Source: an optimization exercise on an open RTL-to-GDS flow (aim: small area and a short achievable clock period). Production flows keep margins and buffers that such runs may drop. Only simulation tests tie the RTL to the original design; equivalence was not proved. Power and IR drop assume default switching activity.

==> flow/design.v <==
`timescale 1ns / 1ps
module sigmoid9slices (
    input wire clk,
    input wire rst_n,
    input wire signed [15:0] x0_in,
    input wire signed [15:0] x1_in,
    input wire valid_in,
    output reg signed [15:0] y0_out,
    output reg signed [15:0] y1_out,
    output reg valid_out
);
    reg v1, v2;
    always @(posedge clk or negedge rst_n)
        if (!rst_n) begin v1 <= 1'b0; v2 <= 1'b0; valid_out <= 1'b0; end
        else begin v1 <= valid_in; v2 <= v1; valid_out <= v2; end
    function [4:0] thr(input [14:0] u);
        reg lo155, lo2ab, g1, g2, g3, g4, g5;
        begin
            lo155 = u[9] | (u[8] & u[7]) | (u[8] & u[6] & (u[5] | (u[4] & u[3]) | (u[4] & u[2] & (u[1] | u[0]))));
            lo2ab = u[10] | (u[9] & u[8]) | (u[9] & u[7] & (u[6] | (u[5] & u[4]) | (u[5] & u[3] & (u[2] | (u[1] & u[0])))));
            g2 = u[14] | u[13] | u[12];
            g5 = u[14] | (u[13] & u[12]);
            g1 = g2 | u[11] | (u[10] & lo155);
            g3 = u[14] | u[13] | (u[12] & u[11] & lo2ab);
            g4 = u[14] | (u[13] & (u[12] | u[11] | (u[10] & lo155)));
            thr = {g5, g4, g3, g2, g1};
        end
    endfunction
    function [5:0] dec(input [15:0] x);
        reg [14:0] u;
        reg g1, g2, g3, g4, g5;
        reg [4:0] gp, gn;
        begin
            u = x[14:0];
            gp = thr(u);
            gn = thr(~u);
            {g5, g4, g3, g2, g1} = x[15] ? gn : gp;
            dec = {g5, ~g1, g1 & ~g2, g2 & ~g3, g3 & ~g4, g4 & ~g5};
        end
    endfunction
    reg [12:0] a0, a1;   
    reg [5:0] c0, c1;
    always @(posedge clk) begin
        a0 <= {x0_in[15], x0_in[11:0]}; a1 <= {x1_in[15], x1_in[11:0]};
        c0 <= dec(x0_in); c1 <= dec(x1_in);
    end
    wire [10:0] xr0 = a0[10:0];
    wire [10:0] xn0 = ~a0[10:0];
    wire sat0 = c0[5];
    wire r0_0_0 = (c0[0] & xr0[0]) | (c0[1] & xn0[0]);
    wire r0_0_1 = c0[1];
    wire r0_1_0 = ((c0[0] | c0[2] | c0[3]) & xr0[0]) | (c0[1] & xn0[1]) | (c0[4] & xn0[0]);
    wire r0_1_1 = (c0[0] & xr0[1]) | c0[4];
    wire r0_2_0 = ((c0[0] | c0[2] | c0[3]) & xr0[1]) | (c0[1] & xn0[2]) | (c0[4] & xn0[1]);
    wire r0_2_1 = (c0[0] & xr0[2]);
    wire r0_3_0 = ((c0[0] | c0[2] | c0[3]) & xr0[2]) | (c0[1] & xn0[3]) | (c0[4] & xn0[2]);
    wire r0_3_1 = ((c0[0] | c0[1]) & xr0[0]);
    wire r0_3_2 = (c0[0] & xr0[3]);
    wire r0_4_0 = ((c0[0] | c0[2] | c0[3]) & xr0[3]) | (c0[1] & xn0[4]) | (c0[4] & xn0[0]);
    wire r0_4_1 = ((c0[0] | c0[1]) & xr0[1]) | (c0[3] & xr0[0]) | c0[4];
    wire r0_4_2 = (c0[0] & xr0[4]) | (c0[4] & xn0[3]);
    wire r0_5_0 = ((c0[0] | c0[2] | c0[3]) & xr0[4]) | (c0[1] & xr0[0]) | (c0[4] & xn0[1]);
    wire r0_5_1 = ((c0[0] | c0[1]) & xr0[2]) | (c0[3] & xr0[1]) | (c0[4] & xn0[4]);
    wire r0_5_2 = (c0[0] & xr0[5]) | (c0[1] & xn0[5]);
    wire r0_6_0 = ((c0[0] | c0[2] | c0[3]) & xr0[5]) | (c0[1] & xr0[1]) | (c0[4] & xn0[2]);
    wire r0_6_1 = ((c0[0] | c0[1]) & xr0[3]) | (c0[3] & xr0[0]) | (c0[4] & xn0[5]);
    wire r0_6_2 = (c0[0] & xr0[6]) | (c0[1] & xn0[6]) | (c0[3] & xr0[2]);
    wire r0_7_0 = ((c0[0] | c0[2] | c0[3]) & xr0[6]) | (c0[1] & xr0[2]) | (c0[4] & xn0[3]);
    wire r0_7_1 = ((c0[0] | c0[1]) & xr0[4]) | (c0[2] & xr0[0]) | (c0[3] & xr0[1]) | (c0[4] & xn0[6]);
    wire r0_7_2 = (c0[0] & xr0[7]) | (c0[1] & xn0[7]) | (c0[3] & xr0[3]);
    wire r0_8_0 = ((c0[0] | c0[2] | c0[3]) & xr0[7]) | (c0[1] & xr0[3]) | (c0[4] & xn0[4]);
    wire r0_8_1 = ((c0[0] | c0[1]) & xr0[5]) | (c0[2] & xr0[1]) | (c0[3] & xr0[0]) | (c0[4] & xn0[7]);
    wire r0_8_2 = (c0[0] & xr0[8]) | (c0[1] & xn0[8]) | (c0[3] & xr0[2]);
    wire r0_8_3 = (c0[3] & xr0[4]);
    wire r0_9_0 = ((c0[0] | c0[2] | c0[3]) & xr0[8]) | (c0[1] & xr0[4]) | (c0[4] & xr0[0]);
    wire r0_9_1 = ((c0[0] | c0[1]) & xr0[6]) | (c0[2] & xr0[2]) | (c0[3] & xr0[1]) | (c0[4] & xn0[5]);
    wire r0_9_2 = (c0[0] & xr0[9]) | (c0[1] & xn0[9]) | (c0[3] & xr0[3]) | (c0[4] & xn0[8]);
    wire r0_9_3 = (c0[3] & xr0[5]);
    wire r0_10_0 = ((c0[0] | c0[2] | c0[3]) & xr0[9]) | (c0[1] & xr0[5]) | (c0[4] & xr0[1]);
    wire r0_10_1 = ((c0[0] | c0[1]) & xr0[7]) | (c0[2] & xr0[3]) | (c0[3] & xr0[2]) | (c0[4] & xn0[6]);
    wire r0_10_2 = (c0[0] & xr0[10]) | (c0[1] & xn0[10]) | (c0[3] & xr0[4]) | (c0[4] & xn0[9]);
    wire r0_10_3 = (c0[3] & xr0[6]);
    wire r0_11_0 = ((c0[0] | c0[1]) & xr0[8]) | (c0[2] & xr0[4]) | (c0[3] & xr0[3]) | (c0[4] & xr0[2]);
    wire r0_11_1 = ((c0[0] | c0[2]) & xr0[10]) | (c0[1] & xr0[6]) | (c0[3] & xr0[5]) | (c0[4] & xn0[7]);
    wire r0_11_2 = (c0[3] & xr0[7]) | (c0[4] & xn0[10]);
    wire r0_11_3 = ((c0[0] | c0[1]) & a0[11]) | c0[2] | (c0[3] & a0[10]) | (sat0 & (a0[12] | ~a0[12]));
    wire r0_12_0 = ((c0[0] | c0[1]) & xr0[9]) | (c0[2] & xr0[5]) | (c0[3] & xr0[4]) | (c0[4] & xr0[3]);
    wire r0_12_1 = (c0[1] & xr0[7]) | (c0[3] & xr0[6]) | (c0[4] & xn0[8]);
    wire r0_12_2 = (c0[3] & xr0[8]);
    wire r0_12_3 = (c0[0] & (a0[12] ^ a0[11])) | (c0[1] & a0[12]) | (c0[2] & ~(a0[12] ^ a0[11])) | (c0[3] & a0[11]) | (c0[4] & ~a0[12]) | (sat0 & (~a0[12]));
    wire r0_13_0 = ((c0[0] | c0[1]) & xr0[10]) | (c0[2] & xr0[6]) | (c0[3] & xr0[5]) | (c0[4] & xr0[4]);
    wire r0_13_1 = (c0[1] & xr0[8]) | (c0[3] & xr0[7]) | (c0[4] & xn0[9]);
    wire r0_13_2 = (c0[3] & xr0[9]);
    wire r0_13_3 = (c0[0] & (a0[12] & a0[11])) | ((c0[1] | c0[4]) & ~a0[12]) | (c0[2] & (~a0[12] & a0[11])) | (c0[3] & a0[12]) | (sat0 & (a0[12]));
    wire r0_14_0 = (c0[1] & xr0[9]) | (c0[2] & xr0[7]) | (c0[3] & xr0[6]) | (c0[4] & xr0[5]);
    wire r0_14_1 = (c0[3] & xr0[8]) | (c0[4] & xn0[10]);
    wire r0_14_2 = (c0[3] & xr0[10]);
    wire r0_14_3 = (c0[0] & ~(a0[12] ^ a0[11])) | (c0[1] & (a0[12] ^ a0[11])) | ((c0[2] | c0[3] | c0[4]) & ~a0[12]) | (sat0 & (~a0[12]));
    wire r0_15_0 = (c0[1] & xr0[10]) | (c0[2] & xr0[8]) | (c0[3] & xr0[7]) | (c0[4] & xr0[6]);
    wire r0_15_1 = (c0[3] & xr0[9]);
    wire r0_15_2 = (c0[0] & (~a0[12] & a0[11])) | (c0[1] & (~a0[12] & ~a0[11])) | (c0[2] & a0[12]) | (c0[3] & (a0[12] ^ a0[11])) | (sat0 & (~a0[12]));
    wire r0_16_0 = (c0[2] & xr0[9]) | (c0[3] & xr0[8]) | (c0[4] & xr0[7]);
    wire r0_16_1 = (c0[3] & xr0[10]);
    wire r0_16_2 = ((c0[0] | c0[4]) & ~a0[12]) | (c0[1] & (a0[12] ^ a0[11])) | (c0[2] & a0[12]) | (c0[3] & (~a0[12] | ~a0[11])) | (sat0 & (~a0[12]));
    wire r0_17_0 = (c0[2] & xr0[10]) | (c0[3] & xr0[9]) | (c0[4] & xr0[8]);
    wire r0_17_1 = ((c0[0] | c0[4]) & ~a0[12]) | (c0[1] & (~a0[12] & ~a0[11])) | (c0[2] & a0[12]) | (c0[3] & (a0[12] | ~a0[11])) | (sat0 & (~a0[12]));
    wire r0_18_0 = (c0[3] & xr0[10]) | (c0[4] & xr0[9]);
    wire r0_18_1 = ((c0[0] | c0[1] | c0[4]) & ~a0[12]) | ((c0[2] | c0[3]) & (a0[12] ^ a0[11])) | (sat0 & (~a0[12]));
    wire r0_19_0 = (c0[4] & xr0[10]);
    wire r0_19_1 = ((c0[0] | c0[1] | c0[4]) & ~a0[12]) | (c0[2] & (~a0[12] | ~a0[11])) | (c0[3] & (~a0[12] & a0[11])) | (sat0 & (~a0[12]));
    wire r0_20_0 = ((c0[0] | c0[1]) & ~a0[12]) | (c0[2] & (~a0[12] | ~a0[11])) | (c0[3] & (a0[12] & a0[11])) | c0[4] | (sat0 & (~a0[12]));
    wire r0_21_0 = ((c0[0] | c0[1] | c0[3]) & ~a0[12]) | (c0[2] & (~a0[12] | ~a0[11])) | (sat0 & (~a0[12]));
    wire h0_1s = r0_8_0 ^ r0_8_1;
    wire h0_1c = r0_8_0 & r0_8_1;
    wire f0_2s = r0_9_0 ^ r0_9_1 ^ r0_9_2;
    wire f0_2c = (r0_9_0 & r0_9_1) | (r0_9_0 & r0_9_2) | (r0_9_1 & r0_9_2);
    wire f0_3s = r0_10_0 ^ r0_10_1 ^ r0_10_2;
    wire f0_3c = (r0_10_0 & r0_10_1) | (r0_10_0 & r0_10_2) | (r0_10_1 & r0_10_2);
    wire f0_4s = r0_11_0 ^ r0_11_1 ^ r0_11_2;
    wire f0_4c = (r0_11_0 & r0_11_1) | (r0_11_0 & r0_11_2) | (r0_11_1 & r0_11_2);
    wire f0_5s = r0_12_0 ^ r0_12_1 ^ r0_12_2;
    wire f0_5c = (r0_12_0 & r0_12_1) | (r0_12_0 & r0_12_2) | (r0_12_1 & r0_12_2);
    wire f0_6s = r0_13_0 ^ r0_13_1 ^ r0_13_2;
    wire f0_6c = (r0_13_0 & r0_13_1) | (r0_13_0 & r0_13_2) | (r0_13_1 & r0_13_2);
    wire f0_7s = r0_14_0 ^ r0_14_1 ^ r0_14_2;
    wire f0_7c = (r0_14_0 & r0_14_1) | (r0_14_0 & r0_14_2) | (r0_14_1 & r0_14_2);
    wire h0_8s = r0_15_0 ^ r0_15_1;
    wire h0_8c = r0_15_0 & r0_15_1;
    wire h0_9s = r0_16_0 ^ r0_16_1;
    wire h0_9c = r0_16_0 & r0_16_1;
    wire h0_10s = r0_3_0 ^ r0_3_1;
    wire h0_10c = r0_3_0 & r0_3_1;
    wire f0_11s = r0_4_0 ^ r0_4_1 ^ r0_4_2;
    wire f0_11c = (r0_4_0 & r0_4_1) | (r0_4_0 & r0_4_2) | (r0_4_1 & r0_4_2);
    wire f0_12s = r0_5_0 ^ r0_5_1 ^ r0_5_2;
    wire f0_12c = (r0_5_0 & r0_5_1) | (r0_5_0 & r0_5_2) | (r0_5_1 & r0_5_2);
    wire f0_13s = r0_6_0 ^ r0_6_1 ^ r0_6_2;
    wire f0_13c = (r0_6_0 & r0_6_1) | (r0_6_0 & r0_6_2) | (r0_6_1 & r0_6_2);
    wire f0_14s = r0_7_0 ^ r0_7_1 ^ r0_7_2;
    wire f0_14c = (r0_7_0 & r0_7_1) | (r0_7_0 & r0_7_2) | (r0_7_1 & r0_7_2);
    wire f0_15s = r0_8_2 ^ r0_8_3 ^ h0_1s;
    wire f0_15c = (r0_8_2 & r0_8_3) | (r0_8_2 & h0_1s) | (r0_8_3 & h0_1s);
    wire f0_16s = r0_9_3 ^ h0_1c ^ f0_2s;
    wire f0_16c = (r0_9_3 & h0_1c) | (r0_9_3 & f0_2s) | (h0_1c & f0_2s);
    wire f0_17s = r0_10_3 ^ f0_2c ^ f0_3s;
    wire f0_17c = (r0_10_3 & f0_2c) | (r0_10_3 & f0_3s) | (f0_2c & f0_3s);
    wire f0_18s = r0_11_3 ^ f0_3c ^ f0_4s;
    wire f0_18c = (r0_11_3 & f0_3c) | (r0_11_3 & f0_4s) | (f0_3c & f0_4s);
    wire f0_19s = r0_12_3 ^ f0_4c ^ f0_5s;
    wire f0_19c = (r0_12_3 & f0_4c) | (r0_12_3 & f0_5s) | (f0_4c & f0_5s);
    wire f0_20s = r0_13_3 ^ f0_5c ^ f0_6s;
    wire f0_20c = (r0_13_3 & f0_5c) | (r0_13_3 & f0_6s) | (f0_5c & f0_6s);
    wire f0_21s = r0_14_3 ^ f0_6c ^ f0_7s;
    wire f0_21c = (r0_14_3 & f0_6c) | (r0_14_3 & f0_7s) | (f0_6c & f0_7s);
    wire f0_22s = r0_15_2 ^ f0_7c ^ h0_8s;
    wire f0_22c = (r0_15_2 & f0_7c) | (r0_15_2 & h0_8s) | (f0_7c & h0_8s);
    wire f0_23s = r0_16_2 ^ h0_8c ^ h0_9s;
    wire f0_23c = (r0_16_2 & h0_8c) | (r0_16_2 & h0_9s) | (h0_8c & h0_9s);
    wire f0_24s = r0_17_0 ^ r0_17_1 ^ h0_9c;
    wire f0_24c = (r0_17_0 & r0_17_1) | (r0_17_0 & h0_9c) | (r0_17_1 & h0_9c);
    wire h0_25s = r0_18_0 ^ r0_18_1;
    wire h0_25c = r0_18_0 & r0_18_1;
    wire h0_26s = r0_19_0 ^ r0_19_1;
    wire h0_26c = r0_19_0 & r0_19_1;
    wire lg0_27 = (r0_1_0 & r0_1_1) | ((r0_1_0 | r0_1_1) & (r0_0_0 & r0_0_1));
    wire lp0_27 = (r0_1_0 | r0_1_1) & (r0_0_0 | r0_0_1);
    wire lg0_28 = (r0_3_2 & h0_10s) | ((r0_3_2 | h0_10s) & (r0_2_0 & r0_2_1));
    wire lp0_28 = (r0_3_2 | h0_10s) & (r0_2_0 | r0_2_1);
    wire lg0_29 = lg0_28 | (lp0_28 & lg0_27);
    wire lp0_29 = lp0_28 & lp0_27;
    wire lg0_30 = (h0_10c & f0_11s) | ((h0_10c | f0_11s) & lg0_29);
    wire lp0_30 = (h0_10c | f0_11s) & lp0_29;
    wire lg0_31 = (f0_12c & f0_13s) | ((f0_12c | f0_13s) & (f0_11c & f0_12s));
    wire lp0_31 = (f0_12c | f0_13s) & (f0_11c | f0_12s);
    wire lg0_32 = (f0_14c & f0_15s) | ((f0_14c | f0_15s) & (f0_13c & f0_14s));
    wire lp0_32 = (f0_14c | f0_15s) & (f0_13c | f0_14s);
    wire lg0_33 = (f0_16c & f0_17s) | ((f0_16c | f0_17s) & (f0_15c & f0_16s));
    wire lp0_33 = (f0_16c | f0_17s) & (f0_15c | f0_16s);
    wire lg0_34 = lg0_32 | (lp0_32 & lg0_31);
    wire lp0_34 = lp0_32 & lp0_31;
    wire lg0_35 = lg0_33 | (lp0_33 & lg0_34);
    wire lp0_35 = lp0_33 & lp0_34;
    reg [10:0] sa0, sb0;
    reg lgl0, lgh0, lph0;   
    wire lc0 = lgh0 | (lph0 & lgl0);
    always @(posedge clk) begin
        sa0 <= {r0_21_0, r0_20_0, h0_25c, f0_24c, f0_23c, f0_22c, f0_21c, f0_20c, f0_19c, f0_18c, f0_17c};
        sb0 <= {1'b0, h0_26c, h0_26s, h0_25s, f0_24s, f0_23s, f0_22s, f0_21s, f0_20s, f0_19s, f0_18s};
        lgl0 <= lg0_30; lgh0 <= lg0_35; lph0 <= lp0_35;
    end
    wire [10:0] ys0;
    wire ys0_p0 = (sa0[0] ^ sb0[0]);
    wire ys0_p1 = (sa0[1] ^ sb0[1]);
    wire ys0_p2 = (sa0[2] ^ sb0[2]);
    wire ys0_p3 = (sa0[3] ^ sb0[3]);
    wire ys0_p4 = (sa0[4] ^ sb0[4]);
    wire ys0_p5 = (sa0[5] ^ sb0[5]);
    wire ys0_p6 = (sa0[6] ^ sb0[6]);
    wire ys0_p7 = (sa0[7] ^ sb0[7]);
    wire ys0_p8 = (sa0[8] ^ sb0[8]);
    wire ys0_p9 = (sa0[9] ^ sb0[9]);
    wire ys0_p10 = (sa0[10] ^ sb0[10]);
    wire ys0_g0 = (sa0[0] & sb0[0]) | (ys0_p0 & lc0);
    wire ys0_g1 = (sa0[1] & sb0[1]);
    wire ys0_g2 = (sa0[2] & sb0[2]);
    wire ys0_g3 = (sa0[3] & sb0[3]);
    wire ys0_g4 = (sa0[4] & sb0[4]);
    wire ys0_g5 = (sa0[5] & sb0[5]);
    wire ys0_g6 = (sa0[6] & sb0[6]);
    wire ys0_g7 = (sa0[7] & sb0[7]);
    wire ys0_g8 = (sa0[8] & sb0[8]);
    wire ys0_g9 = (sa0[9] & sb0[9]);
    wire ys0_g10 = (sa0[10] & sb0[10]);
    wire ys0_G36 = ys0_g1 | (ys0_p1 & ys0_g0);
    wire ys0_P36 = ys0_p1 & ys0_p0;
    wire ys0_G37 = ys0_g3 | (ys0_p3 & ys0_g2);
    wire ys0_P37 = ys0_p3 & ys0_p2;
    wire ys0_G38 = ys0_g5 | (ys0_p5 & ys0_g4);
    wire ys0_P38 = ys0_p5 & ys0_p4;
    wire ys0_G39 = ys0_g7 | (ys0_p7 & ys0_g6);
    wire ys0_P39 = ys0_p7 & ys0_p6;
    wire ys0_G40 = ys0_g9 | (ys0_p9 & ys0_g8);
    wire ys0_P40 = ys0_p9 & ys0_p8;
    wire ys0_G41 = ys0_G37 | (ys0_P37 & ys0_G36);
    wire ys0_P41 = ys0_P37 & ys0_P36;
    wire ys0_G42 = ys0_G39 | (ys0_P39 & ys0_G38);
    wire ys0_P42 = ys0_P39 & ys0_P38;
    wire ys0_G43 = ys0_G42 | (ys0_P42 & ys0_G41);
    wire ys0_P43 = ys0_P42 & ys0_P41;
    wire ys0_G44 = ys0_G38 | (ys0_P38 & ys0_G41);
    wire ys0_P44 = ys0_P38 & ys0_P41;
    wire ys0_G45 = ys0_G40 | (ys0_P40 & ys0_G43);
    wire ys0_P45 = ys0_P40 & ys0_P43;
    wire ys0_G46 = ys0_g2 | (ys0_p2 & ys0_G36);
    wire ys0_P46 = ys0_p2 & ys0_P36;
    wire ys0_G47 = ys0_g4 | (ys0_p4 & ys0_G41);
    wire ys0_P47 = ys0_p4 & ys0_P41;
    wire ys0_G48 = ys0_g6 | (ys0_p6 & ys0_G44);
    wire ys0_P48 = ys0_p6 & ys0_P44;
    wire ys0_G49 = ys0_g8 | (ys0_p8 & ys0_G43);
    wire ys0_P49 = ys0_p8 & ys0_P43;
    wire ys0_G50 = ys0_g10 | (ys0_p10 & ys0_G45);
    wire ys0_P50 = ys0_p10 & ys0_P45;
    assign ys0[0] = ys0_p0 ^ lc0;
    assign ys0[1] = ys0_p1 ^ ys0_g0;
    assign ys0[2] = ys0_p2 ^ ys0_G36;
    assign ys0[3] = ys0_p3 ^ ys0_G46;
    assign ys0[4] = ys0_p4 ^ ys0_G41;
    assign ys0[5] = ys0_p5 ^ ys0_G47;
    assign ys0[6] = ys0_p6 ^ ys0_G44;
    assign ys0[7] = ys0_p7 ^ ys0_G48;
    assign ys0[8] = ys0_p8 ^ ys0_G43;
    assign ys0[9] = ys0_p9 ^ ys0_G49;
    assign ys0[10] = ys0_p10 ^ ys0_G45;
    wire ys0_co = ys0_G50;
    always @(posedge clk) y0_out <= {5'b0, ys0};
    wire [10:0] xr1 = a1[10:0];
    wire [10:0] xn1 = ~a1[10:0];
    wire sat1 = c1[5];
    wire r1_0_0 = (c1[0] & xr1[0]) | (c1[1] & xn1[0]);
    wire r1_0_1 = c1[1];
    wire r1_1_0 = ((c1[0] | c1[2] | c1[3]) & xr1[0]) | (c1[1] & xn1[1]) | (c1[4] & xn1[0]);
    wire r1_1_1 = (c1[0] & xr1[1]) | c1[4];
    wire r1_2_0 = ((c1[0] | c1[2] | c1[3]) & xr1[1]) | (c1[1] & xn1[2]) | (c1[4] & xn1[1]);
    wire r1_2_1 = (c1[0] & xr1[2]);
    wire r1_3_0 = ((c1[0] | c1[2] | c1[3]) & xr1[2]) | (c1[1] & xn1[3]) | (c1[4] & xn1[2]);
    wire r1_3_1 = ((c1[0] | c1[1]) & xr1[0]);
    wire r1_3_2 = (c1[0] & xr1[3]);
    wire r1_4_0 = ((c1[0] | c1[2] | c1[3]) & xr1[3]) | (c1[1] & xn1[4]) | (c1[4] & xn1[0]);
    wire r1_4_1 = ((c1[0] | c1[1]) & xr1[1]) | (c1[3] & xr1[0]) | c1[4];
    wire r1_4_2 = (c1[0] & xr1[4]) | (c1[4] & xn1[3]);
    wire r1_5_0 = ((c1[0] | c1[2] | c1[3]) & xr1[4]) | (c1[1] & xr1[0]) | (c1[4] & xn1[1]);
    wire r1_5_1 = ((c1[0] | c1[1]) & xr1[2]) | (c1[3] & xr1[1]) | (c1[4] & xn1[4]);
    wire r1_5_2 = (c1[0] & xr1[5]) | (c1[1] & xn1[5]);
    wire r1_6_0 = ((c1[0] | c1[2] | c1[3]) & xr1[5]) | (c1[1] & xr1[1]) | (c1[4] & xn1[2]);
    wire r1_6_1 = ((c1[0] | c1[1]) & xr1[3]) | (c1[3] & xr1[0]) | (c1[4] & xn1[5]);
    wire r1_6_2 = (c1[0] & xr1[6]) | (c1[1] & xn1[6]) | (c1[3] & xr1[2]);
    wire r1_7_0 = ((c1[0] | c1[2] | c1[3]) & xr1[6]) | (c1[1] & xr1[2]) | (c1[4] & xn1[3]);
    wire r1_7_1 = ((c1[0] | c1[1]) & xr1[4]) | (c1[2] & xr1[0]) | (c1[3] & xr1[1]) | (c1[4] & xn1[6]);
    wire r1_7_2 = (c1[0] & xr1[7]) | (c1[1] & xn1[7]) | (c1[3] & xr1[3]);
    wire r1_8_0 = ((c1[0] | c1[2] | c1[3]) & xr1[7]) | (c1[1] & xr1[3]) | (c1[4] & xn1[4]);
    wire r1_8_1 = ((c1[0] | c1[1]) & xr1[5]) | (c1[2] & xr1[1]) | (c1[3] & xr1[0]) | (c1[4] & xn1[7]);
    wire r1_8_2 = (c1[0] & xr1[8]) | (c1[1] & xn1[8]) | (c1[3] & xr1[2]);
    wire r1_8_3 = (c1[3] & xr1[4]);
    wire r1_9_0 = ((c1[0] | c1[2] | c1[3]) & xr1[8]) | (c1[1] & xr1[4]) | (c1[4] & xr1[0]);
    wire r1_9_1 = ((c1[0] | c1[1]) & xr1[6]) | (c1[2] & xr1[2]) | (c1[3] & xr1[1]) | (c1[4] & xn1[5]);
    wire r1_9_2 = (c1[0] & xr1[9]) | (c1[1] & xn1[9]) | (c1[3] & xr1[3]) | (c1[4] & xn1[8]);
    wire r1_9_3 = (c1[3] & xr1[5]);
    wire r1_10_0 = ((c1[0] | c1[2] | c1[3]) & xr1[9]) | (c1[1] & xr1[5]) | (c1[4] & xr1[1]);
    wire r1_10_1 = ((c1[0] | c1[1]) & xr1[7]) | (c1[2] & xr1[3]) | (c1[3] & xr1[2]) | (c1[4] & xn1[6]);
    wire r1_10_2 = (c1[0] & xr1[10]) | (c1[1] & xn1[10]) | (c1[3] & xr1[4]) | (c1[4] & xn1[9]);
    wire r1_10_3 = (c1[3] & xr1[6]);
    wire r1_11_0 = ((c1[0] | c1[1]) & xr1[8]) | (c1[2] & xr1[4]) | (c1[3] & xr1[3]) | (c1[4] & xr1[2]);
    wire r1_11_1 = ((c1[0] | c1[2]) & xr1[10]) | (c1[1] & xr1[6]) | (c1[3] & xr1[5]) | (c1[4] & xn1[7]);
    wire r1_11_2 = (c1[3] & xr1[7]) | (c1[4] & xn1[10]);
    wire r1_11_3 = ((c1[0] | c1[1]) & a1[11]) | c1[2] | (c1[3] & a1[10]) | (sat1 & (a1[12] | ~a1[12]));
    wire r1_12_0 = ((c1[0] | c1[1]) & xr1[9]) | (c1[2] & xr1[5]) | (c1[3] & xr1[4]) | (c1[4] & xr1[3]);
    wire r1_12_1 = (c1[1] & xr1[7]) | (c1[3] & xr1[6]) | (c1[4] & xn1[8]);
    wire r1_12_2 = (c1[3] & xr1[8]);
    wire r1_12_3 = (c1[0] & (a1[12] ^ a1[11])) | (c1[1] & a1[12]) | (c1[2] & ~(a1[12] ^ a1[11])) | (c1[3] & a1[11]) | (c1[4] & ~a1[12]) | (sat1 & (~a1[12]));
    wire r1_13_0 = ((c1[0] | c1[1]) & xr1[10]) | (c1[2] & xr1[6]) | (c1[3] & xr1[5]) | (c1[4] & xr1[4]);
    wire r1_13_1 = (c1[1] & xr1[8]) | (c1[3] & xr1[7]) | (c1[4] & xn1[9]);
    wire r1_13_2 = (c1[3] & xr1[9]);
    wire r1_13_3 = (c1[0] & (a1[12] & a1[11])) | ((c1[1] | c1[4]) & ~a1[12]) | (c1[2] & (~a1[12] & a1[11])) | (c1[3] & a1[12]) | (sat1 & (a1[12]));
    wire r1_14_0 = (c1[1] & xr1[9]) | (c1[2] & xr1[7]) | (c1[3] & xr1[6]) | (c1[4] & xr1[5]);
    wire r1_14_1 = (c1[3] & xr1[8]) | (c1[4] & xn1[10]);
    wire r1_14_2 = (c1[3] & xr1[10]);
    wire r1_14_3 = (c1[0] & ~(a1[12] ^ a1[11])) | (c1[1] & (a1[12] ^ a1[11])) | ((c1[2] | c1[3] | c1[4]) & ~a1[12]) | (sat1 & (~a1[12]));
    wire r1_15_0 = (c1[1] & xr1[10]) | (c1[2] & xr1[8]) | (c1[3] & xr1[7]) | (c1[4] & xr1[6]);
    wire r1_15_1 = (c1[3] & xr1[9]);
    wire r1_15_2 = (c1[0] & (~a1[12] & a1[11])) | (c1[1] & (~a1[12] & ~a1[11])) | (c1[2] & a1[12]) | (c1[3] & (a1[12] ^ a1[11])) | (sat1 & (~a1[12]));
    wire r1_16_0 = (c1[2] & xr1[9]) | (c1[3] & xr1[8]) | (c1[4] & xr1[7]);
    wire r1_16_1 = (c1[3] & xr1[10]);
    wire r1_16_2 = ((c1[0] | c1[4]) & ~a1[12]) | (c1[1] & (a1[12] ^ a1[11])) | (c1[2] & a1[12]) | (c1[3] & (~a1[12] | ~a1[11])) | (sat1 & (~a1[12]));
    wire r1_17_0 = (c1[2] & xr1[10]) | (c1[3] & xr1[9]) | (c1[4] & xr1[8]);
    wire r1_17_1 = ((c1[0] | c1[4]) & ~a1[12]) | (c1[1] & (~a1[12] & ~a1[11])) | (c1[2] & a1[12]) | (c1[3] & (a1[12] | ~a1[11])) | (sat1 & (~a1[12]));
    wire r1_18_0 = (c1[3] & xr1[10]) | (c1[4] & xr1[9]);
    wire r1_18_1 = ((c1[0] | c1[1] | c1[4]) & ~a1[12]) | ((c1[2] | c1[3]) & (a1[12] ^ a1[11])) | (sat1 & (~a1[12]));
    wire r1_19_0 = (c1[4] & xr1[10]);
    wire r1_19_1 = ((c1[0] | c1[1] | c1[4]) & ~a1[12]) | (c1[2] & (~a1[12] | ~a1[11])) | (c1[3] & (~a1[12] & a1[11])) | (sat1 & (~a1[12]));
    wire r1_20_0 = ((c1[0] | c1[1]) & ~a1[12]) | (c1[2] & (~a1[12] | ~a1[11])) | (c1[3] & (a1[12] & a1[11])) | c1[4] | (sat1 & (~a1[12]));
    wire r1_21_0 = ((c1[0] | c1[1] | c1[3]) & ~a1[12]) | (c1[2] & (~a1[12] | ~a1[11])) | (sat1 & (~a1[12]));
    wire h1_51s = r1_8_0 ^ r1_8_1;
    wire h1_51c = r1_8_0 & r1_8_1;
    wire f1_52s = r1_9_0 ^ r1_9_1 ^ r1_9_2;
    wire f1_52c = (r1_9_0 & r1_9_1) | (r1_9_0 & r1_9_2) | (r1_9_1 & r1_9_2);
    wire f1_53s = r1_10_0 ^ r1_10_1 ^ r1_10_2;
    wire f1_53c = (r1_10_0 & r1_10_1) | (r1_10_0 & r1_10_2) | (r1_10_1 & r1_10_2);
    wire f1_54s = r1_11_0 ^ r1_11_1 ^ r1_11_2;
    wire f1_54c = (r1_11_0 & r1_11_1) | (r1_11_0 & r1_11_2) | (r1_11_1 & r1_11_2);
    wire f1_55s = r1_12_0 ^ r1_12_1 ^ r1_12_2;
    wire f1_55c = (r1_12_0 & r1_12_1) | (r1_12_0 & r1_12_2) | (r1_12_1 & r1_12_2);
    wire f1_56s = r1_13_0 ^ r1_13_1 ^ r1_13_2;
    wire f1_56c = (r1_13_0 & r1_13_1) | (r1_13_0 & r1_13_2) | (r1_13_1 & r1_13_2);
    wire f1_57s = r1_14_0 ^ r1_14_1 ^ r1_14_2;
    wire f1_57c = (r1_14_0 & r1_14_1) | (r1_14_0 & r1_14_2) | (r1_14_1 & r1_14_2);
    wire h1_58s = r1_15_0 ^ r1_15_1;
    wire h1_58c = r1_15_0 & r1_15_1;
    wire h1_59s = r1_16_0 ^ r1_16_1;
    wire h1_59c = r1_16_0 & r1_16_1;
    wire h1_60s = r1_3_0 ^ r1_3_1;
    wire h1_60c = r1_3_0 & r1_3_1;
    wire f1_61s = r1_4_0 ^ r1_4_1 ^ r1_4_2;
    wire f1_61c = (r1_4_0 & r1_4_1) | (r1_4_0 & r1_4_2) | (r1_4_1 & r1_4_2);
    wire f1_62s = r1_5_0 ^ r1_5_1 ^ r1_5_2;
    wire f1_62c = (r1_5_0 & r1_5_1) | (r1_5_0 & r1_5_2) | (r1_5_1 & r1_5_2);
    wire f1_63s = r1_6_0 ^ r1_6_1 ^ r1_6_2;
    wire f1_63c = (r1_6_0 & r1_6_1) | (r1_6_0 & r1_6_2) | (r1_6_1 & r1_6_2);
    wire f1_64s = r1_7_0 ^ r1_7_1 ^ r1_7_2;
    wire f1_64c = (r1_7_0 & r1_7_1) | (r1_7_0 & r1_7_2) | (r1_7_1 & r1_7_2);
    wire f1_65s = r1_8_2 ^ r1_8_3 ^ h1_51s;
    wire f1_65c = (r1_8_2 & r1_8_3) | (r1_8_2 & h1_51s) | (r1_8_3 & h1_51s);
    wire f1_66s = r1_9_3 ^ h1_51c ^ f1_52s;
    wire f1_66c = (r1_9_3 & h1_51c) | (r1_9_3 & f1_52s) | (h1_51c & f1_52s);
    wire f1_67s = r1_10_3 ^ f1_52c ^ f1_53s;
    wire f1_67c = (r1_10_3 & f1_52c) | (r1_10_3 & f1_53s) | (f1_52c & f1_53s);
    wire f1_68s = r1_11_3 ^ f1_53c ^ f1_54s;
    wire f1_68c = (r1_11_3 & f1_53c) | (r1_11_3 & f1_54s) | (f1_53c & f1_54s);
    wire f1_69s = r1_12_3 ^ f1_54c ^ f1_55s;
    wire f1_69c = (r1_12_3 & f1_54c) | (r1_12_3 & f1_55s) | (f1_54c & f1_55s);
    wire f1_70s = r1_13_3 ^ f1_55c ^ f1_56s;
    wire f1_70c = (r1_13_3 & f1_55c) | (r1_13_3 & f1_56s) | (f1_55c & f1_56s);
    wire f1_71s = r1_14_3 ^ f1_56c ^ f1_57s;
    wire f1_71c = (r1_14_3 & f1_56c) | (r1_14_3 & f1_57s) | (f1_56c & f1_57s);
    wire f1_72s = r1_15_2 ^ f1_57c ^ h1_58s;
    wire f1_72c = (r1_15_2 & f1_57c) | (r1_15_2 & h1_58s) | (f1_57c & h1_58s);
    wire f1_73s = r1_16_2 ^ h1_58c ^ h1_59s;
    wire f1_73c = (r1_16_2 & h1_58c) | (r1_16_2 & h1_59s) | (h1_58c & h1_59s);
    wire f1_74s = r1_17_0 ^ r1_17_1 ^ h1_59c;
    wire f1_74c = (r1_17_0 & r1_17_1) | (r1_17_0 & h1_59c) | (r1_17_1 & h1_59c);
    wire h1_75s = r1_18_0 ^ r1_18_1;
    wire h1_75c = r1_18_0 & r1_18_1;
    wire h1_76s = r1_19_0 ^ r1_19_1;
    wire h1_76c = r1_19_0 & r1_19_1;
    wire lg1_77 = (r1_1_0 & r1_1_1) | ((r1_1_0 | r1_1_1) & (r1_0_0 & r1_0_1));
    wire lp1_77 = (r1_1_0 | r1_1_1) & (r1_0_0 | r1_0_1);
    wire lg1_78 = (r1_3_2 & h1_60s) | ((r1_3_2 | h1_60s) & (r1_2_0 & r1_2_1));
    wire lp1_78 = (r1_3_2 | h1_60s) & (r1_2_0 | r1_2_1);
    wire lg1_79 = lg1_78 | (lp1_78 & lg1_77);
    wire lp1_79 = lp1_78 & lp1_77;
    wire lg1_80 = (h1_60c & f1_61s) | ((h1_60c | f1_61s) & lg1_79);
    wire lp1_80 = (h1_60c | f1_61s) & lp1_79;
    wire lg1_81 = (f1_62c & f1_63s) | ((f1_62c | f1_63s) & (f1_61c & f1_62s));
    wire lp1_81 = (f1_62c | f1_63s) & (f1_61c | f1_62s);
    wire lg1_82 = (f1_64c & f1_65s) | ((f1_64c | f1_65s) & (f1_63c & f1_64s));
    wire lp1_82 = (f1_64c | f1_65s) & (f1_63c | f1_64s);
    wire lg1_83 = (f1_66c & f1_67s) | ((f1_66c | f1_67s) & (f1_65c & f1_66s));
    wire lp1_83 = (f1_66c | f1_67s) & (f1_65c | f1_66s);
    wire lg1_84 = lg1_82 | (lp1_82 & lg1_81);
    wire lp1_84 = lp1_82 & lp1_81;
    wire lg1_85 = lg1_83 | (lp1_83 & lg1_84);
    wire lp1_85 = lp1_83 & lp1_84;
    reg [10:0] sa1, sb1;
    reg lgl1, lgh1, lph1;   
    wire lc1 = lgh1 | (lph1 & lgl1);
    always @(posedge clk) begin
        sa1 <= {r1_21_0, r1_20_0, h1_75c, f1_74c, f1_73c, f1_72c, f1_71c, f1_70c, f1_69c, f1_68c, f1_67c};
        sb1 <= {1'b0, h1_76c, h1_76s, h1_75s, f1_74s, f1_73s, f1_72s, f1_71s, f1_70s, f1_69s, f1_68s};
        lgl1 <= lg1_80; lgh1 <= lg1_85; lph1 <= lp1_85;
    end
    wire [10:0] ys1;
    wire ys1_p0 = (sa1[0] ^ sb1[0]);
    wire ys1_p1 = (sa1[1] ^ sb1[1]);
    wire ys1_p2 = (sa1[2] ^ sb1[2]);
    wire ys1_p3 = (sa1[3] ^ sb1[3]);
    wire ys1_p4 = (sa1[4] ^ sb1[4]);
    wire ys1_p5 = (sa1[5] ^ sb1[5]);
    wire ys1_p6 = (sa1[6] ^ sb1[6]);
    wire ys1_p7 = (sa1[7] ^ sb1[7]);
    wire ys1_p8 = (sa1[8] ^ sb1[8]);
    wire ys1_p9 = (sa1[9] ^ sb1[9]);
    wire ys1_p10 = (sa1[10] ^ sb1[10]);
    wire ys1_g0 = (sa1[0] & sb1[0]) | (ys1_p0 & lc1);
    wire ys1_g1 = (sa1[1] & sb1[1]);
    wire ys1_g2 = (sa1[2] & sb1[2]);
    wire ys1_g3 = (sa1[3] & sb1[3]);
    wire ys1_g4 = (sa1[4] & sb1[4]);
    wire ys1_g5 = (sa1[5] & sb1[5]);
    wire ys1_g6 = (sa1[6] & sb1[6]);
    wire ys1_g7 = (sa1[7] & sb1[7]);
    wire ys1_g8 = (sa1[8] & sb1[8]);
    wire ys1_g9 = (sa1[9] & sb1[9]);
    wire ys1_g10 = (sa1[10] & sb1[10]);
    wire ys1_G86 = ys1_g1 | (ys1_p1 & ys1_g0);
    wire ys1_P86 = ys1_p1 & ys1_p0;
    wire ys1_G87 = ys1_g3 | (ys1_p3 & ys1_g2);
    wire ys1_P87 = ys1_p3 & ys1_p2;
    wire ys1_G88 = ys1_g5 | (ys1_p5 & ys1_g4);
    wire ys1_P88 = ys1_p5 & ys1_p4;
    wire ys1_G89 = ys1_g7 | (ys1_p7 & ys1_g6);
    wire ys1_P89 = ys1_p7 & ys1_p6;
    wire ys1_G90 = ys1_g9 | (ys1_p9 & ys1_g8);
    wire ys1_P90 = ys1_p9 & ys1_p8;
    wire ys1_G91 = ys1_G87 | (ys1_P87 & ys1_G86);
    wire ys1_P91 = ys1_P87 & ys1_P86;
    wire ys1_G92 = ys1_G89 | (ys1_P89 & ys1_G88);
    wire ys1_P92 = ys1_P89 & ys1_P88;
    wire ys1_G93 = ys1_G92 | (ys1_P92 & ys1_G91);
    wire ys1_P93 = ys1_P92 & ys1_P91;
    wire ys1_G94 = ys1_G88 | (ys1_P88 & ys1_G91);
    wire ys1_P94 = ys1_P88 & ys1_P91;
    wire ys1_G95 = ys1_G90 | (ys1_P90 & ys1_G93);
    wire ys1_P95 = ys1_P90 & ys1_P93;
    wire ys1_G96 = ys1_g2 | (ys1_p2 & ys1_G86);
    wire ys1_P96 = ys1_p2 & ys1_P86;
    wire ys1_G97 = ys1_g4 | (ys1_p4 & ys1_G91);
    wire ys1_P97 = ys1_p4 & ys1_P91;
    wire ys1_G98 = ys1_g6 | (ys1_p6 & ys1_G94);
    wire ys1_P98 = ys1_p6 & ys1_P94;
    wire ys1_G99 = ys1_g8 | (ys1_p8 & ys1_G93);
    wire ys1_P99 = ys1_p8 & ys1_P93;
    wire ys1_G100 = ys1_g10 | (ys1_p10 & ys1_G95);
    wire ys1_P100 = ys1_p10 & ys1_P95;
    assign ys1[0] = ys1_p0 ^ lc1;
    assign ys1[1] = ys1_p1 ^ ys1_g0;
    assign ys1[2] = ys1_p2 ^ ys1_G86;
    assign ys1[3] = ys1_p3 ^ ys1_G96;
    assign ys1[4] = ys1_p4 ^ ys1_G91;
    assign ys1[5] = ys1_p5 ^ ys1_G97;
    assign ys1[6] = ys1_p6 ^ ys1_G94;
    assign ys1[7] = ys1_p7 ^ ys1_G98;
    assign ys1[8] = ys1_p8 ^ ys1_G93;
    assign ys1[9] = ys1_p9 ^ ys1_G99;
    assign ys1[10] = ys1_p10 ^ ys1_G95;
    wire ys1_co = ys1_G100;
    always @(posedge clk) y1_out <= {5'b0, ys1};
endmodule
==> flow/flow/run.sh <==
#!/bin/bash
# Standard layout, with plain buffers (instead of delay cells) on the ports, and the
# timing repair aimed at a setup slack of 5.6 ns. The make output goes to standard.log,
# each ORFS step's full log to orfs/logs/.
set -e
export BUFFER_PORTS_ARGS="-buffer_cell sky130_fd_sc_hd__buf_2"
bash standard.sh finish SETUP_SLACK_MARGIN=5.6 > standard.log 2>&1
==> flow/standard.sh <==
#!/bin/bash
# synth_recipe.tcl (not shown) runs the flow's synth.tcl, then flattens the netlist and writes it again
# the make line also repeats each setting of config.mk as NAME=value (left out here)
make -C /OpenROAD-flow-scripts/flow DESIGN_CONFIG=/design/flow/config.mk WORK_HOME=/design/flow/orfs CLKGATE_MAP_FILE= SYNTH_SCRIPT=/design/flow/synth_recipe.tcl "${@:-finish}"
==> flow/config.mk <==
export PLATFORM = sky130hd
export DESIGN_NAME = sigmoid9slices
export DESIGN_NICKNAME = sigmoid9slices
export VERILOG_FILES = /design/flow/design.v
export SDC_FILE = /design/flow/constraint.sdc
export NUM_CORES = 4
export LEC_CHECK = 0
export ABC_AREA = 1
export CAP_MARGIN = 20
export CORE_MARGIN = 2
export CORE_UTILIZATION = 60
export SETUP_SLACK_MARGIN = 5
export SLEW_MARGIN = 20
export TNS_END_PERCENT = 0
==> flow/constraint.sdc <==
create_clock -name core_clock -period 8.0 [get_ports {clk}]
set_input_delay 1.6000 -clock core_clock [delete_from_list [all_inputs] [get_ports {clk}]]
set_output_delay 1.6000 -clock core_clock [all_outputs]
set_load 0.01 [all_outputs]
==> flow_metrics.env <==
export IMPL_yosysTopAreaCell="dfxtp_1"
export IMPL_r2r_cells=10
export IMPL_netlist_area_sq_um=6648
export IMPL_post_route_period_util_pct=31.06
export IMPL_critPathCapture="valid_out"
export IMPL_grt_pass1_wl_um=26920
export IMPL_rsz0062_at_grt="yes"
export IMPL_antenna_found_initial=0
export IMPL_drc=0
export IMPL_root_buffer="clkbuf_8"
export IMPL_hold_path_class="flop to flop"
export IMPL_fin_crit_ns=2.485
export IMPL_critical_path_peak_fanout=1
export IMPL_dp_hpwl_um=13230
export IMPL_fin_worst_skew_ns=0.01018
export IMPL_gp_congestion=0.9908
export IMPL_slew_viol_final=0
export IMPL_status="complete, no violations"
export IMPL_synth_most_common_cell="nand2_1"
export IMPL_nets=995
export IMPL_io_buffer_count=57
export IMPL_path_clk_slew_ns=0.10
export IMPL_cp_depth=1
export IMPL_slowest_delay_ns=0.37
export IMPL_synth_edf_count=0
export IMPL_grt_use_total_pct=29.70
export IMPL_wl_per_cell_um=17.03
export IMPL_area_growth_pct=13.40
export IMPL_r2r_start="a0[9]"
export IMPL_min_from="v1"
export IMPL_synth_yosys_warnings=1
export IMPL_core_sq_um=10840
export IMPL_startpoint="valid_out"
export IMPL_first_pass_iters=7
export IMPL_synth_flop_cell="dfxtp_1"
export IMPL_grt_max_degree=20
export IMPL_critical_path_top_delay_family="flip-flops"
export IMPL_end_kind="output pin"
export IMPL_timing_rr_end="lgh0"
export IMPL_ys_async_sr_fraction_pct=2.703
export IMPL_drive_gt1_share_pct=17.06
export IMPL_dieArea_sq_um=11940
export IMPL_initial_core_util_pct=61.32
export IMPL_grt_pass1_vias=5655
export IMPL_cts_tree="done"
export IMPL_grt_ovfl_total=0
export IMPL_fmax_ghz=0.4024
export IMPL_crit_slowest_cell="dfrtp_1"
export IMPL_synth_cell_types=46
export IMPL_hold_depth=0
export IMPL_clockBufferDepth=2
export IMPL_die_height_um=109.3
export IMPL_r2r_slack_ns=5.53
export IMPL_setup_viol=0
export IMPL_max_cap_viol_count=0
export IMPL_crit_type="flop to output pin"
export IMPL_synth_top_area_share_pct=32.52
export IMPL_wl_um=17350
export IMPL_dr_first_iter_drc_count=756
export IMPL_cp_data_required_time_ns=6.40
export IMPL_num_io_pins=68
export IMPL_fin_util_pct=69.54
export IMPL_arrival_ns=0.88
export IMPL_fp_row_count=38
export IMPL_viasPerCell=5.780
export IMPL_clock_latency_ns=0.38
export IMPL_crit_path_start_kind="flop"
export IMPL_fp_dieW_um=109.3
export IMPL_syn_avg_cell_area_sq_um=8.393
export IMPL_path_cells="buf_2"
export IMPL_num_antenna_cells=0
export IMPL_htree_levels=3
export IMPL_synthTopCellsByArea="dfxtp_1, fa_1, nand2_1"
export IMPL_setup_tns_ns=0
export IMPL_cts_sinks=111
export IMPL_ys_seq_area_share_pct=33.65
export IMPL_vias=5890
export IMPL_power_leakage_nw=3.771
export IMPL_p_per_area_nw_per_um2=228.1
export IMPL_cts_buffers=9
export IMPL_syn_inst=792
export IMPL_ir_worst_vdd_mv=0.2011
export IMPL_path_buf_inv=1
export IMPL_ys_ff_latch=111
export IMPL_postRouteAntennaNets=0
export IMPL_hold_violations=0
export IMPL_yosys_top_cells_count="nand2_1, inv_1, dfxtp_1, fa_1, nor2_1"
-- per-layer routing --
layer,routed length (um),global-route usage [%],vias to the layer above
met4,434,11.12,0
li1,-,-,2764
met1,7294,39.53,2716
met3,1649,7.113,48
met5,0,0,-
met2,7975,47.07,362
-- report_power, final --
part           switching [W]  internal (W)
clock network       0.000190      0.000117
registers          0.0000669      0.000683
logic               0.000383      0.000278
-- layout by cell type, fill, tap and decap left out, drive strengths merged, types with 3 or more instances in the layout --
master      n
a211oi      4
a21o        6
a21oi      41
a221oi      4
a22oi       3
buf        90
clkbuf     11
clkinvlp    7
conb       10
dfrtp       3
dfxtp     108
fa         52
ha         34
inv       120
nand2     171
nand3      19
nand4       7
nor2       56
o2111ai    13
o211ai     25
o21a        5
o21ai      42
o221ai     18
o22ai       6
or2         3
xor2        6
-- cell type report --
type	instances	area, sq um
repair buffers	90	549.3
fillers	880	3302
flip-flops and latches	111	2275
well taps	140	175.2
clock buffers	11	131.4
clock inverters	5	43.79
inverters	122	491.7
multi-input cells	538	3862
repair inverters	2	10.01
-- stage by stage --
| stage | setup WS [ns] | total power (W) | hold slack [ns] | cells | instance area, sq um |
|---|---|---|---|---|---|
| final | 5.515 | 0.001719 | 0.3604 | 1019 | 7538 |
| after global routing | 5.404 | 0.001850 | 0.3667 | 1019 | 7538 |
| after CTS | 5.498 | 0.001699 | 0.3611 | 1001 | 7323 |
| after detailed placement | 4.823 | 0.001383 | 0.3418 | 968 | 6967 |
| after global placement | 4.964 | 0.001333 | 0.3438 | 968 | 6967 |
| after floorplan | 5.588 | 0.001175 | 0.3312 | 801 | 6688 |
-- kinds of logic after synthesis --
| logic type | after synthesis | share of synthesized area (%) |
|---|---|---|
| AOI/OAI and AO/OA | 173 | 17.18 |
| xor gates and xnor gates | 8 | 1.054 |
| adders and majority gates | 87 | 22.23 |
| buffers and inverters | 152 | 9.655 |
| DFF | 111 | 33.65 |
| other | 1 | 0.05641 |
| and+or+nand+nor | 260 | 16.17 |
-- repair_timing --
item                                   CTS  global route
cloned                                   2             0
setup endpoints to repair               50            31
setup buffers                           15            18
hold buffers                             0             0
pin swaps                                4            11
gates resized for setup                 29            22
endpoints found under the hold margin    0             0
-- how the worst min path moves through the flow --
stage,to
after floorplan,v2
after CTS,v2
after detailed placement,valid_out
after global placement,v2
final,v2
after global routing,v2
-- state kept, by name, summed over array words and instances, names as in the netlist --
| signal | cells |
|---|---|
| a0 | 13 |
| a1 | 13 |
| sa0 | 11 |
| sa1 | 11 |
| y0_out | 11 |
| y1_out | 11 |
| sb0 | 10 |
| sb1 | 10 |
| c0 | 6 |
| c1 | 6 |
| lgh0 | 1 |
| lgh1 | 1 |
| lgl0 | 1 |
| lgl1 | 1 |
| lph0 | 1 |
| lph1 | 1 |
| v1 | 1 |
| v2 | 1 |
| valid_out | 1 |

separate check: timing with driven ports:
In the flow no input, the clock included, has a driving cell. The finished layout below was timed again as built, in two steps.
Step 1: set_driving_cell puts a clkbuf_16 on clk and a buf_2 on each other input, an assumption about the parent block.
Step 2 moves the port delays by t, midway between the first and last clock arrival at a register: inputs arrive t later, outputs are due t later. That takes back most of the time a late clock gives input paths.
Slacks: no drivers / after step 1 / after step 2; pairs: no drivers / after step 1.
t, ns: 0.415
slack for setup (ns): 5.515 / 5.478 / 5.390
slew at the worst register clock pin (ns): 0.10 / 0.10
After both steps setup and hold are still met in this run. The setup slack of this run moves by -0.037 ns with the drivers and by -0.125 ns with both steps.
